This is an optimization exercise on Yosys and OpenROAD, whose aim is small area, a short achievable clock period and few clock cycles per item, not a production implementation. RTL that was checked went through simulation tests only; none was proved equivalent to the original. No activity file was given, so power comes from the tool's default toggle rates.

==> module rank_order, before the edit <==
module rank_order(
	input iClk,
	input iRst_n,
	input iValid,
	output oReady,
	input [3:0] iOrder,
	input [7:0] iNum1, iNum2, iNum3,
	input [7:0] iNum4, iNum5, iNum6,
	input [7:0] iNum7, iNum8, iNum9,
	output reg [7:0] oValue,
	output reg oValid
);
	assign oReady = 1'b1;
	wire [71:0] x = {iNum9, iNum8, iNum7, iNum6, iNum5, iNum4, iNum3, iNum2, iNum1};
	function ge8(input [7:0] a, input [7:0] b);
		reg cy; integer q;
		begin
			cy = 1'b1;
			for (q = 0; q < 8; q = q + 1) cy = (a[q] & ~b[q]) | (a[q] & cy) | (~b[q] & cy);
			ge8 = cy;
		end
	endfunction
	function [1:0] fa(input a, input b, input c);
		fa = {(a & b) | (a & c) | (b & c), a ^ b ^ c};
	endfunction
	wire [80:0] ge;
	genvar gi, gj;
	generate
		for (gi = 0; gi < 9; gi = gi + 1) begin : cmp
			for (gj = 0; gj < gi; gj = gj + 1) begin : col
				assign ge[9*gi+gj] = ge8(x[8*gi +: 8], x[8*gj +: 8]);
			end
		end
	endgenerate
	function cbit(input [80:0] g, input integer i, input integer j);
		cbit = (j < i) ? g[9*i+j] : ~g[9*j+i];
	endfunction
	reg [3:0] cs_q [0:8];
	reg [8:0] ring_q;    
	generate
		for (gi = 0; gi < 9; gi = gi + 1) begin : row
			localparam integer A = (gi + 2) % 9, B = (gi + 3) % 9, C = (gi + 4) % 9;
			localparam integer D = (gi + 5) % 9, E = (gi + 6) % 9, F = (gi + 7) % 9;
			wire [1:0] f0 = fa(cbit(ge, gi, A), cbit(ge, gi, B), cbit(ge, gi, C));
			wire [1:0] f1 = fa(cbit(ge, gi, D), cbit(ge, gi, E), cbit(ge, gi, F));
			always @(posedge iClk) cs_q[gi] <= {f1, f0};
			localparam integer N = (gi + 1) % 9;
			if (N < gi) begin : rl
				always @(posedge iClk) ring_q[gi] <= ge[9*gi+N];
			end else begin : rh
				always @(posedge iClk) ring_q[gi] <= ge[9*N+gi];
			end
		end
	endgenerate
	reg [71:0] x_q;
	reg [3:0] ord_q;
	reg vld_q;
	always @(posedge iClk) begin
		if (!iRst_n) vld_q <= 1'b0;
		else vld_q <= iValid;
		x_q <= x;
		ord_q <= iOrder;
	end
	wire [3:0] km1 = ord_q - 4'd1;
	wire [3:0] km2 = ord_q - 4'd2;
	wire [8:0] sel;
	wire [71:0] pick;
	generate
		for (gi = 0; gi < 9; gi = gi + 1) begin : rank
			wire [3:0] v = cs_q[gi];
			localparam integer P = (gi + 8) % 9, N = (gi + 1) % 9;
			wire rp = (P < gi) ? ring_q[P] : ~ring_q[P];    
			wire rn = (N < gi) ? ring_q[gi] : ~ring_q[gi];  
			wire [1:0] f2 = fa(v[0], v[2], rp);
			wire [1:0] f3 = fa(v[1], v[3], f2[1]);
			wire [3:0] p = {1'b0, f3[1], f3[0], f2[0]};
			assign sel[gi] = rn ? (p == km2) : (p == km1);
			assign pick[8*gi +: 8] = {8{sel[gi]}} & x_q[8*gi +: 8];
		end
	endgenerate
	wire [7:0] res = pick[7:0] | pick[15:8] | pick[23:16] | pick[31:24] | pick[39:32]
	               | pick[47:40] | pick[55:48] | pick[63:56] | pick[71:64];
	always @(posedge iClk) begin
		if (!iRst_n) oValid <= 1'b0;
		else oValid <= vld_q;
		oValue <= res;
	end
endmodule
clock: 5.0 ns
lec_check: 0
cap_margin: 20
core_margin: 2
core_utilization: 40
cts_buf_list: sky130_fd_sc_hd__clkbuf_4 sky130_fd_sc_hd__clkbuf_8
setup_slack_margin: 2.4
slew_margin: 20
standard.sh (not shown) runs the stock make flow with config.mk's settings and CLKGATE_MAP_FILE= SYNTH_SCRIPT=/design/flow/synth_recipe.tcl, a recipe that flattens the netlist after the stock synthesis.
==> flow/flow/run.sh <==
#!/bin/bash
# Standard ORFS layout (the standard.sh) with three changes:
#  - synthesis is the standard flow's own script, except that the final ABC mapping uses
#    flow/abc_delay.script (delay-targeted mapping) instead of ORFS's speed script;
#  - the port buffers are plain buf_2 cells;
#  - repair may swap cells across footprints.
set -euo pipefail
work=$(pwd)
export MY_ABC_SCRIPT=$work/flow/abc_delay.script
export FLOW_SYNTH_TCL=$work/synth_recipe.tcl
bash standard.sh "SYNTH_SCRIPT=$work/flow/synth.tcl" \
  "BUFFER_PORTS_ARGS=-buffer_cell sky130_fd_sc_hd__buf_2" MATCH_CELL_FOOTPRINT=0 \
  finish > standard.log 2>&1
==> flow/flow/abc_delay.script <==
strash
dch
map -D 1500
topo
buffer -c
upsize -c -D 1500
dnsize -c -D 1500
==> flow/flow/synth.tcl <==
# The standard flow's synthesis script, with the final ABC call pointed at our own ABC script.
proc abc {args} {
  set i [lsearch -exact $args -script]
  if {$i >= 0} { lset args [expr {$i + 1}] $::env(MY_ABC_SCRIPT) }
  yosys abc {*}$args
}
source $::env(FLOW_SYNTH_TCL)
Testbench counts at the start, summed over its fixed seeds: cycles 9,616, items 9,600.
Then changed:
--- a/flow/design.v
+++ b/flow/design.v
@@ -35,19 +35,31 @@
 			cy = 1'b1;
 			for (q = 0; q < 8; q = q + 1) cy = (a[q] & ~b[q]) | (a[q] & cy) | (~b[q] & cy);
 			ge8 = cy;
 		end
 	endfunction
+	function gt8(input [7:0] a, input [7:0] b);
+		reg cy; integer q;
+		begin
+			cy = 1'b0;
+			for (q = 0; q < 8; q = q + 1) cy = (a[q] & ~b[q]) | (a[q] & cy) | (~b[q] & cy);
+			gt8 = cy;
+		end
+	endfunction
 	function [1:0] fa(input a, input b, input c);
 		fa = {(a & b) | (a & c) | (b & c), a ^ b ^ c};
 	endfunction
 	wire [80:0] ge;
 	genvar gi, gj;
 	generate
 		for (gi = 0; gi < 9; gi = gi + 1) begin : cmp
 			for (gj = 0; gj < gi; gj = gj + 1) begin : col
-				assign ge[9*gi+gj] = ge8(x[8*gi +: 8], x[8*gj +: 8]);
+				if ((gi + gj) % 2 == 1) begin : fwd
+					assign ge[9*gi+gj] = ge8(x[8*gi +: 8], x[8*gj +: 8]);
+				end else begin : rev
+					assign ge[9*gi+gj] = ~gt8(x[8*gj +: 8], x[8*gi +: 8]);
+				end
 			end
 		end
 	endgenerate
 	function cbit(input [80:0] g, input integer i, input integer j);
 		cbit = (j < i) ? g[9*i+j] : ~g[9*j+i];
- register-to-register slack loses 0.06 ns
- power went up by 7.0%
- synthesized cell count went down by 2.0%
- design area went up by 2.4%
- final cell count went down by 1.4%
- maximum frequency is about the same
- critical path depth went down by 1
For the second run of this note, only the layout was checked, not whether the RTL still works.


Starting RTL as in the previous note.
clock: 5.0 ns
lec_check: 0
cap_margin: 20
core_margin: 2
core_utilization: 40
cts_buf_list: sky130_fd_sc_hd__clkbuf_4 sky130_fd_sc_hd__clkbuf_8
setup_slack_margin: 2.0
slew_margin: 20
Scripts as last shown in full above: flow/flow/run.sh, flow/flow/abc_delay.script, flow/flow/synth.tcl
The starting point completed with no timing, DRC or antenna violations.
Testbench counts at the start, summed over its fixed seeds: cycles 9,616, items 9,600.
Next try:
==> flow/design.v (replaced) <==
module comparison (
	input       iClk,
	input [7:0] iNum1,
	input [7:0] iNum2,
	output reg [7:0] oNum_Smaller,
	output reg [7:0] oNum_Greater
);
	always @(posedge iClk) begin
		if (iNum1 <= iNum2) begin
			oNum_Smaller <= iNum1;
			oNum_Greater <= iNum2;
		end else begin
			oNum_Smaller <= iNum2;
			oNum_Greater <= iNum1;
		end
	end
endmodule
module rank_order(
	input iClk,
	input iRst_n,
	input iValid,
	output oReady,
	input [3:0] iOrder,
	input [7:0] iNum1, iNum2, iNum3,
	input [7:0] iNum4, iNum5, iNum6,
	input [7:0] iNum7, iNum8, iNum9,
	output reg [7:0] oValue,
	output reg oValid
);
	assign oReady = 1'b1;
	wire [71:0] x = {iNum9, iNum8, iNum7, iNum6, iNum5, iNum4, iNum3, iNum2, iNum1};
	function ge8(input [7:0] a, input [7:0] b);
		reg cy; integer q;
		begin
			cy = 1'b1;
			for (q = 0; q < 8; q = q + 1) cy = (a[q] & ~b[q]) | (a[q] & cy) | (~b[q] & cy);
			ge8 = cy;
		end
	endfunction
	function [1:0] fa(input a, input b, input c);
		fa = {(a & b) | (a & c) | (b & c), a ^ b ^ c};
	endfunction
	wire [80:0] ge;
	genvar gi, gj;
	generate
		for (gi = 0; gi < 9; gi = gi + 1) begin : cmp
			for (gj = 0; gj < gi; gj = gj + 1) begin : col
				assign ge[9*gi+gj] = ge8(x[8*gi +: 8], x[8*gj +: 8]);
			end
		end
	endgenerate
	reg [5:0] cs_q [0:8];
	generate
		for (gi = 0; gi < 9; gi = gi + 1) begin : row
			wire [7:0] c;
			for (gj = 0; gj < 9; gj = gj + 1) begin : cb
				if (gj < gi) begin : lo
					assign c[gj] = ge[9*gi+gj];
				end else if (gj > gi) begin : hi
					assign c[gj-1] = ~ge[9*gj+gi];
				end
			end
			wire [1:0] f0 = fa(c[0], c[1], c[2]);
			wire [1:0] f1 = fa(c[3], c[4], c[5]);
			always @(posedge iClk) cs_q[gi] <= {c[7], c[6], f1, f0};
		end
	endgenerate
	reg [71:0] x_q;
	reg [2:0] k1_q, k2_q;
	reg k1_ok, k2_ok;
	reg vld_q;
	always @(posedge iClk) begin
		if (!iRst_n) vld_q <= 1'b0;
		else vld_q <= iValid;
		x_q <= x;
		k1_q <= iOrder - 4'd1;
		k2_q <= iOrder - 4'd2;
		k1_ok <= (iOrder >= 4'd1) && (iOrder <= 4'd8);
		k2_ok <= (iOrder >= 4'd2) && (iOrder <= 4'd9);
	end
	wire [8:0] sel;
	wire [71:0] pick;
	generate
		for (gi = 0; gi < 9; gi = gi + 1) begin : rank
			wire [5:0] v = cs_q[gi];
			wire [1:0] f2 = fa(v[0], v[2], v[4]);
			wire [1:0] f3 = fa(v[1], v[3], f2[1]);
			wire [2:0] p = {f3[1], f3[0], f2[0]};
			assign sel[gi] = v[5] ? (k2_ok && p == k2_q) : (k1_ok && p == k1_q);
			assign pick[8*gi +: 8] = {8{sel[gi]}} & x_q[8*gi +: 8];
		end
	endgenerate
	wire [7:0] res = pick[7:0] | pick[15:8] | pick[23:16] | pick[31:24] | pick[39:32]
	               | pick[47:40] | pick[55:48] | pick[63:56] | pick[71:64];
	always @(posedge iClk) begin
		if (!iRst_n) oValid <= 1'b0;
		else oValid <= vld_q;
		oValue <= res;
	end
endmodule
Effect: The new run completed with no timing, DRC or antenna violations. Wire length goes up by 1.0%. Worst setup slack gets worse by 0.022 ns. Via count goes up by 2.2%. Total power goes up by 3.8%. Fmax goes down by 0.77%. Synthesized cell count goes up by 0.32%. Register-to-register slack gets worse by 0.05 ns. Global-route usage goes down by 1.4 points. Die area goes up by 3.6%. Synthesized area goes up by 3.7%. Final cell count stays flat.
Function not checked in the second run of this note: the RTL went through the layout flow alone.


Setup of alpha:
Another version of the RTL of rank_order (not shown whole).
Size in the first run: about 950 cells after synthesis, roughly 89 I/O pins, roughly 0.0080 mm2 of cells after synthesis.
==> module rank_order, before the edit <==
module rank_order(
	input iClk,
	input iRst_n,
	input iValid,
	output oReady,
	input [3:0] iOrder,
	input [7:0] iNum1, iNum2, iNum3,
	input [7:0] iNum4, iNum5, iNum6,
	input [7:0] iNum7, iNum8, iNum9,
	output reg [7:0] oValue,
	output reg oValid
);
	assign oReady = 1'b1;
	wire [71:0] x = {iNum9, iNum8, iNum7, iNum6, iNum5, iNum4, iNum3, iNum2, iNum1};
	function ge8(input [7:0] a, input [7:0] b);
		reg cy; integer q;
		begin
			cy = 1'b1;
			for (q = 0; q < 8; q = q + 1) cy = (a[q] & ~b[q]) | (a[q] & cy) | (~b[q] & cy);
			ge8 = cy;
		end
	endfunction
	function [1:0] fa(input a, input b, input c);
		fa = {(a & b) | (a & c) | (b & c), a ^ b ^ c};
	endfunction
	wire [80:0] ge;
	genvar gi, gj;
	generate
		for (gi = 0; gi < 9; gi = gi + 1) begin : cmp
			for (gj = 0; gj < gi; gj = gj + 1) begin : col
				assign ge[9*gi+gj] = ge8(x[8*gi +: 8], x[8*gj +: 8]);
			end
		end
	endgenerate
	reg [5:0] cs_q [0:8];
	generate
		for (gi = 0; gi < 9; gi = gi + 1) begin : row
			wire [7:0] c;
			for (gj = 0; gj < 9; gj = gj + 1) begin : cb
				if (gj < gi) begin : lo
					assign c[gj] = ge[9*gi+gj];
				end else if (gj > gi) begin : hi
					assign c[gj-1] = ~ge[9*gj+gi];
				end
			end
			wire [1:0] f0 = fa(c[0], c[1], c[2]);
			wire [1:0] f1 = fa(c[3], c[4], c[5]);
			always @(posedge iClk) cs_q[gi] <= {c[7], c[6], f1, f0};
		end
	endgenerate
	reg [71:0] x_q;
	reg [3:0] ord_q;
	reg vld_q;
	always @(posedge iClk) begin
		if (!iRst_n) vld_q <= 1'b0;
		else vld_q <= iValid;
		x_q <= x;
		ord_q <= iOrder;
	end
	wire [3:0] km1 = ord_q - 4'd1;
	wire [3:0] km2 = ord_q - 4'd2;
	wire [8:0] sel;
	wire [71:0] pick;
	generate
		for (gi = 0; gi < 9; gi = gi + 1) begin : rank
			wire [5:0] v = cs_q[gi];
			wire [1:0] f2 = fa(v[0], v[2], v[4]);
			wire [1:0] f3 = fa(v[1], v[3], f2[1]);
			wire [3:0] p = {1'b0, f3[1], f3[0], f2[0]};
			assign sel[gi] = v[5] ? (p == km2) : (p == km1);
			assign pick[8*gi +: 8] = {8{sel[gi]}} & x_q[8*gi +: 8];
		end
	endgenerate
	wire [7:0] res = pick[7:0] | pick[15:8] | pick[23:16] | pick[31:24] | pick[39:32]
	               | pick[47:40] | pick[55:48] | pick[63:56] | pick[71:64];
	always @(posedge iClk) begin
		if (!iRst_n) oValid <= 1'b0;
		else oValid <= vld_q;
		oValue <= res;
	end
endmodule
clock: 5.0 ns
lec_check: 0
cap_margin: 20
core_margin: 2
core_utilization: 40
cts_buf_list: sky130_fd_sc_hd__clkbuf_4 sky130_fd_sc_hd__clkbuf_8
setup_slack_margin: 2.2
slew_margin: 20
Scripts as last shown in full above: flow/flow/run.sh, flow/flow/abc_delay.script, flow/flow/synth.tcl
Testbench counts of alpha, summed over its fixed seeds: cycles 9,616, items 9,600.
### alpha -> beta
==> flow/design.v, changed modules only <==
module rank_order(
	input iClk,
	input iRst_n,
	input iValid,
	output oReady,
	input [3:0] iOrder,
	input [7:0] iNum1, iNum2, iNum3,
	input [7:0] iNum4, iNum5, iNum6,
	input [7:0] iNum7, iNum8, iNum9,
	output reg [7:0] oValue,
	output reg oValid
);
	assign oReady = 1'b1;
	wire [71:0] x = {iNum9, iNum8, iNum7, iNum6, iNum5, iNum4, iNum3, iNum2, iNum1};
	function ge8(input [7:0] a, input [7:0] b);
		reg cy; integer q;
		begin
			cy = 1'b1;
			for (q = 0; q < 8; q = q + 1) cy = (a[q] & ~b[q]) | (a[q] & cy) | (~b[q] & cy);
			ge8 = cy;
		end
	endfunction
	function [1:0] fa(input a, input b, input c);
		fa = {(a & b) | (a & c) | (b & c), a ^ b ^ c};
	endfunction
	function [2:0] pc7(input [6:0] v);
		reg [1:0] f0, f1, f2, f3;
		begin
			f0 = fa(v[0], v[1], v[2]);
			f1 = fa(v[3], v[4], v[5]);
			f2 = fa(f0[0], f1[0], v[6]);    
			f3 = fa(f0[1], f1[1], f2[1]);   
			pc7 = {f3[1], f3[0], f2[0]};
		end
	endfunction
	wire [80:0] ge_d;
	reg  [80:0] ge_q;
	genvar gi, gj;
	generate
		for (gi = 0; gi < 9; gi = gi + 1) begin : row
			for (gj = 0; gj < gi; gj = gj + 1) begin : col
				assign ge_d[9*gi+gj] = ge8(x[8*gi +: 8], x[8*gj +: 8]);
				always @(posedge iClk) ge_q[9*gi+gj] <= ge_d[9*gi+gj];
			end
		end
	endgenerate
	reg [71:0] x_q;
	reg [3:0] ord_q;
	reg vld_q;
	always @(posedge iClk) begin
		if (!iRst_n) vld_q <= 1'b0;
		else vld_q <= iValid;
		x_q <= x;
		ord_q <= iOrder;
	end
	wire [3:0] km1 = ord_q - 4'd1;
	wire [3:0] km2 = ord_q - 4'd2;
	wire [8:0] sel;
	wire [71:0] pick;
	generate
		for (gi = 0; gi < 9; gi = gi + 1) begin : rank
			wire [7:0] c;
			for (gj = 0; gj < 9; gj = gj + 1) begin : cb
				if (gj < gi) begin : lo
					assign c[gj] = ge_q[9*gi+gj];
				end else if (gj > gi) begin : hi
					assign c[gj-1] = ~ge_q[9*gj+gi];
				end
			end
			wire [3:0] p = {1'b0, pc7(c[6:0])};
			assign sel[gi] = c[7] ? (p == km2) : (p == km1);
			assign pick[8*gi +: 8] = {8{sel[gi]}} & x_q[8*gi +: 8];
		end
	endgenerate
	wire [7:0] res = pick[7:0] | pick[15:8] | pick[23:16] | pick[31:24] | pick[39:32]
	               | pick[47:40] | pick[55:48] | pick[63:56] | pick[71:64];
	always @(posedge iClk) begin
		if (!iRst_n) oValid <= 1'b0;
		else oValid <= vld_q;
		oValue <= res;
	end
endmodule
Results
Against alpha, beta comes in 0.39 points higher on post-synthesis xor/xnor area fraction.
Non-clock buffer count: beta vs alpha up about 10%
Changes observed in beta relative to alpha: area of combinational cells with multiple inputs rose 120 um2; flip-flop and latch count fell 18; final cell utilization of the core rose 1.5 points; post-layout minimum cycle time rose 0.15 ns.
Changes observed in beta relative to alpha: number of vias in the routed layout saw a decrease, post-placement cell count dropped 94.
Testbench counts of beta, summed over its fixed seeds: cycles 9,616, items 9,600.

[port drivers added, routing unchanged]
How much do the figures lean on ideal ports? The routed layouts below were timed once more, with nothing changed but the port constraints.
Step 1 (the two cells are an assumption about what drives the block):
set clk [get_ports {iClk}]
set_driving_cell -lib_cell sky130_fd_sc_hd__clkbuf_16 $clk
set_driving_cell -lib_cell sky130_fd_sc_hd__buf_2 [delete_from_list [all_inputs] $clk]
Step 2 moves the port delays by t, midway between the first and last clock arrival at a register: inputs arrive t later, outputs are due t later. That takes back most of the time a late clock gives input paths.
Slacks: no drivers / after step 1 / after step 2; pairs: no drivers / after step 1.
run	t, ns	setup slack, ns	hold WS [ns]	worst data-port slew with drivers (ns)
the first run of note 1	0.490	2.405 / 2.422 / 1.932	0.421 / 0.421 / 0.421	0.04
the second run of note 1	0.475	2.407 / 2.422 / 1.947	0.410 / 0.410 / 0.410	0.07
the first run of note 2	0.481	2.202 / 2.220 / 1.739	0.408 / 0.408 / 0.408	0.04
the second run of note 2	0.483	2.180 / 2.199 / 1.718	0.406 / 0.406 / 0.406	0.07
alpha	0.499	2.195 / 2.216 / 1.716	0.412 / 0.412 / 0.412	0.06
beta	0.489	2.043 / 2.043 / 2.043	0.415 / 0.415 / 0.415	0.06
After both steps setup and hold are still met in every run listed. The setup slack of alpha, which loses most, moves by +0.021 ns with the drivers and by -0.479 ns with both steps.
